From an optimization exercise on the open Yosys and OpenROAD flow, aimed at small area and a short achievable clock period; shortcuts taken in it are not production practice.
Only simulation tests tie the RTL to the original design; equivalence was not proved.

build 77:
==> flow/design.v (excerpt) <==
module goertzel_filter
  (input  [13:0] input_signal,
   input  clk,
   input  rst,
   output [39:0] magnitude);
  reg [17:0] q1, q2;
  reg [34:0] mag;
  assign magnitude = {5'b00000, mag};
  wire [19:0] q1x3 = {{2{q1[17]}}, q1} + {q1[17], q1, 1'b0};
  wire n1 = ~input_signal[11];
  wire n2 = ~input_signal[12];
  wire n3 = ~input_signal[13];
  wire n4 = ~input_signal[9];
  wire n5 = ~input_signal[10];
  wire s6 = ~(input_signal[5] ^ input_signal[2]);
  wire c7 = input_signal[5] | input_signal[2];
  wire s8, c9;
  gz_fa us8 (.a(input_signal[6]), .b(input_signal[3]), .c(input_signal[1]), .s(s8), .co(c9));
  wire s10 = ~(input_signal[7] ^ input_signal[4]);
  wire c11 = input_signal[7] | input_signal[4];
  wire s12 = ~(input_signal[8] ^ input_signal[5]);
  wire c13 = input_signal[8] | input_signal[5];
  wire s14, c15;
  gz_ha us14 (.a(input_signal[4]), .b(input_signal[1]), .s(s14), .co(c15));
  wire s16, c17;
  gz_fa us16 (.a(input_signal[0]), .b(n2), .c(n5), .s(s16), .co(c17));
  wire s18, c19;
  gz_fa us18 (.a(n3), .b(n1), .c(c7), .s(s18), .co(c19));
  wire s20, c21;
  gz_fa us20 (.a(input_signal[2]), .b(n2), .c(s10), .s(s20), .co(c21));
  wire s22, c23;
  gz_fa us22 (.a(input_signal[3]), .b(n3), .c(s12), .s(s22), .co(c23));
  wire s24, c25;
  gz_fa us24 (.a(input_signal[9]), .b(input_signal[6]), .c(input_signal[4]), .s(s24), .co(c25));
  wire s26 = ~(input_signal[10] ^ input_signal[7]);
  wire c27 = input_signal[10] | input_signal[7];
  wire s28 = ~(input_signal[11] ^ input_signal[8]);
  wire c29 = input_signal[11] | input_signal[8];
  wire s30, c31;
  gz_ha us30 (.a(n1), .b(n4), .s(s30), .co(c31));
  wire s32, c33;
  gz_fa us32 (.a(s6), .b(c15), .c(s16), .s(s32), .co(c33));
  wire s34, c35;
  gz_fa us34 (.a(s8), .b(c17), .c(s18), .s(s34), .co(c35));
  wire s36, c37;
  gz_fa us36 (.a(c9), .b(c19), .c(s20), .s(s36), .co(c37));
  wire s38, c39;
  gz_fa us38 (.a(c11), .b(c21), .c(s22), .s(s38), .co(c39));
  wire s40, c41;
  ...
Size: roughly 56 I/O pins, about 22000 sq um of cells after synthesis.
clock: 45.0 ns
lec_check: 0
cap_margin: 20
core_margin: 2
core_utilization: 55
setup_slack_margin: 5
slew_margin: 20
synth_hierarchical: 1
synth_minimum_keep_size: 0
run.sh (not shown) runs the stock make flow with config.mk's settings and CLKGATE_MAP_FILE= SYNTH_SCRIPT=/design/flow/synth_recipe.tcl, a recipe that flattens the netlist after the stock synthesis.
Input changes introduced in build 24 (baseline for comparison: build 77):
- clearing SETUP_SLACK_MARGIN, which used to be 5
- swapping 55 for 40 in CORE_UTILIZATION
==> flow/flow/run.sh (new file) <==
#!/bin/bash
set -euo pipefail
bash standard.sh SETUP_SLACK_MARGIN=28.5 finish > orfs_make.log 2>&1
==> flow/standard.sh (new file) <==
#!/bin/bash
# synth_recipe.tcl (not shown) runs the flow's synth.tcl, then flattens the netlist and writes it again
# the make line also repeats each setting of config.mk as NAME=value (left out here)
make -C /OpenROAD-flow-scripts/flow DESIGN_CONFIG=/design/flow/config.mk WORK_HOME=/design/flow/orfs CLKGATE_MAP_FILE= SYNTH_SCRIPT=/design/flow/synth_recipe.tcl "${@:-finish}"
removed: flow/run.sh
--- outcome ---
In build 24, the layout-stage area growth over the synthesis result came out 4.8 points above the value in build 77.
Overall routed net length on build 24 is up relative to build 77.
Build 24 against build 77: all-layer global routing usage decreased by 6.6 points relative to the old numbers; final cell count moved up.
Modified inputs, build 41 compared to build 24
==> flow/flow/run.sh <==
#!/bin/bash
set -euo pipefail
bash standard.sh SETUP_SLACK_MARGIN=29.5 finish > orfs_make.log 2>&1
### Flow results
Diff build 24..build 41 | total grt overflow | unchanged. Looking at final area across build 24 and build 41, the one that comes out lower is build 24. Relative to build 24, number of buffers added for setup after CTS increased by 12 in build 41. Relative to build 24, setup slack has decreased by 33 ps in build 41. NOTE: overall track demand over capacity in global routing in build 41 exceeds that of build 24. The number of detailed-routing iterations run before antenna repair reported for build 41 is smaller than that of build 24 by 2.


run 1:
goertzel_filter again, from the RTL that the note above started with.
clock: 45.0 ns
lec_check: 0
cap_margin: 20
core_margin: 2
core_utilization: 55
slew_margin: 20
synth_hierarchical: 1
synth_minimum_keep_size: 0
standard.sh (not shown) runs the stock make flow with config.mk's settings and CLKGATE_MAP_FILE= SYNTH_SCRIPT=/design/flow/synth_recipe.tcl, a recipe that flattens the netlist after the stock synthesis.
==> flow/flow/run.sh <==
#!/bin/bash
set -euo pipefail
bash standard.sh SETUP_SLACK_MARGIN=28.5 SETUP_MOVE_SEQUENCE=unbuffer,sizeup,swap,buffer finish > orfs_make.log 2>&1
Run 1 went all the way through the flow, and no timing, DRC or antenna check failed.
Setup changes, run 1 to run 2
==> flow/flow/run.sh <==
#!/bin/bash
set -euo pipefail
bash standard.sh SETUP_SLACK_MARGIN=28.5 finish > orfs_make.log 2>&1
==> comparison <==
Result for run 1 and run 2: all clean
Diff run 1 -> run 2: final sequential cell count shows no meaningful change; total setup buffers inserted after CTS about even.
From run 1 to run 2 the numbers moved as follows: area of placed instances level; number of cells produced by synthesis did not really move.
From run 2 to run 1, global routing met3 resource utilization did not move at all.
Re final number of hold-violating endpoints: no difference whatsoever between run 2 and run 1.
As far as minimum clock period goes, run 2 and run 1 are indistinguishable; the numbers are identical.
Reported for run 1 and run 2, tightest hold margin turned out identical to the last digit.
Modified inputs, run 3 compared to run 2
Settings: TNS_END_PERCENT newly set to 10.
==> comparison <==
Between run 2 and run 3, the share of the clock period used by the worst path does not differ in any meaningful way.
Setup WNS run 2 -> run 3: worse
Run 3 against run 2: total wirelength of the detailed-routed design roughly the same, worst-case headroom to the max-slew limit lower.
diff inputs: run 3 => run 4
Settings: CORE_UTILIZATION now 70, was 55; TNS_END_PERCENT no longer set, was 10.
### Flow results
Run 4 completed every stage of the flow, and the final layout passed the timing, DRC and antenna checks.
Looking at the reports, run 3 completed the entire flow and the layout it produced met the timing, DRC and antenna checks.
| met1 global-route usage | lower: run 3 |
Run 4 vs. run 3: sum of routed wire length over all layers went down by about 2.6%.
The post-layout minimum cycle time number comes out lower for run 3 vs run 4.
Delta(total iterations of the first detailed-routing run, run 4 - run 3) > 0
When the final numbers for run 4 and run 3 were put side by side, the clock skew turned out to be smaller in run 3.
Inputs modified between run 4 and run 5:
Settings: changing CORE_UTILIZATION from 70 to 55; setting TNS_END_PERCENT to 30 for the first time.
==> run summary <==
Going from run 4 to run 5, clock distribution area overhead in the final layout about even; area taken by flip-flops and latches now sits at about the same level. Compared with run 4, in run 5 area growth from synthesis to layout moved up; worst setup timing slack at the placement stage moved down; die outline area moved up; final clock period utilization by the worst path level. Compared with run 4, run 5 shows non-clock buffer count that has gone down by a little under 10%.


goertzel_filter again, from the RTL that the note above started with.
Settings: LEC_CHECK=0, CAP_MARGIN=20, CORE_MARGIN=2, CORE_UTILIZATION=55, CTS_BUF_LIST=sky130_fd_sc_hd__clkbuf_8, CTS_CLUSTER_SIZE=40, SLEW_MARGIN=20, SYNTH_HIERARCHICAL=1, SYNTH_MINIMUM_KEEP_SIZE=0; clock period 45.0 ns.
==> flow/flow/run.sh <==
#!/bin/bash
set -euo pipefail
bash standard.sh SETUP_SLACK_MARGIN=28.5 finish > orfs_make.log 2>&1
Next try:
CTS_BUF_LIST = sky130_fd_sc_hd__clkbuf_4 sky130_fd_sc_hd__clkbuf_8   (was sky130_fd_sc_hd__clkbuf_8)
CTS_CLUSTER_SIZE = default   (was 40)
After rerunning: The new run finished with timing, DRC and antenna clean; design area is about the same; non-clock buffer count does not change; final cell count does not change; first-iteration DRC count goes down by roughly a tenth; routed wire length hardly moves; via count barely changes; die area does not change; worst hold slack is better by 0.0041 ns; setup slack barely changes.
Next try:
==> flow/flow/run.sh (replaced) <==
#!/bin/bash
set -euo pipefail
bash standard.sh SETUP_SLACK_MARGIN=29 finish > orfs_make.log 2>&1
CTS_BUF_LIST = sky130_fd_sc_hd__clkbuf_8   (was sky130_fd_sc_hd__clkbuf_4 sky130_fd_sc_hd__clkbuf_8)
CTS_CLUSTER_SIZE = 40   (was default)
Result:
- final area climbs by 1.8%
- cell count went up by 0.65%
- die area stays the same
- hold slack gains 0.012 ns
- worst setup slack is better by 0.0055 ns
- synthesized cell count stays the same
- sequential cell count is unchanged
Next try:
==> flow/flow/run.sh (replaced) <==
#!/bin/bash
set -euo pipefail
bash standard.sh SETUP_SLACK_MARGIN=29 SETUP_MOVE_SEQUENCE=unbuffer,sizeup,swap finish > orfs_make.log 2>&1
CTS_BUF_LIST = default   (was sky130_fd_sc_hd__clkbuf_8)
CTS_CLUSTER_SIZE = default   (was 40)
Clock skew falls by 0.0089 ns.
Synthesized area stays the same.
Sequential cell count does not change.
Design area is lower by 1.4%.
Setup slack gets worse by 0.22 ns.
Via count went down by 2.2%.
Count of clock-buffer cells in the layout does not change.
Routed wire length came out lower by 1.8%.
Core utilization decreases by 0.88 points.

## what the ideal ports hide
How much do the figures lean on ideal ports? The routed layouts below were timed once more, with nothing changed but the port constraints.
Step 1: set_driving_cell puts a clkbuf_16 on clk and a buf_2 on each other input, an assumption about the parent block.
Step 2, shift: input delay + t, output delay - t, t = (earliest + latest rising clock arrival at the registers) / 2. This alone moves slack from input paths to output paths.
Slacks: no drivers / after step 1 / after step 2; pairs: no drivers / after step 1.
run	shift t [ns]	setup slack, ns	worst setup path at the end
build 77	0.427	26.976 / 26.998 / 26.571	input to register
build 24	0.439	28.600 / 28.609 / 28.170	input to register
build 41	0.436	28.568 / 28.548 / 28.112	input to register
run 1	0.426	28.630 / 28.646 / 28.220	input to register
run 2	0.426	28.630 / 28.646 / 28.220	input to register
run 3	0.429	28.577 / 28.611 / 28.182	input to register
run 4	0.432	28.556 / 28.583 / 28.150	input to register
run 5	0.426	28.565 / 28.597 / 28.171	input to register
the first run of note 3	0.482	28.635 / 28.649 / 28.166	input to register
the second run of note 3	0.483	28.632 / 28.646 / 28.163	input to register
the third run of note 3	0.473	28.638 / 28.625 / 28.152	input to register
the fourth run of note 3	0.429	28.418 / 28.409 / 27.980	input to register
After both steps every run listed still meets setup and hold. The setup slack of the third run of note 3, which loses most, moves by -0.013 ns with the drivers and by -0.486 ns with both steps.
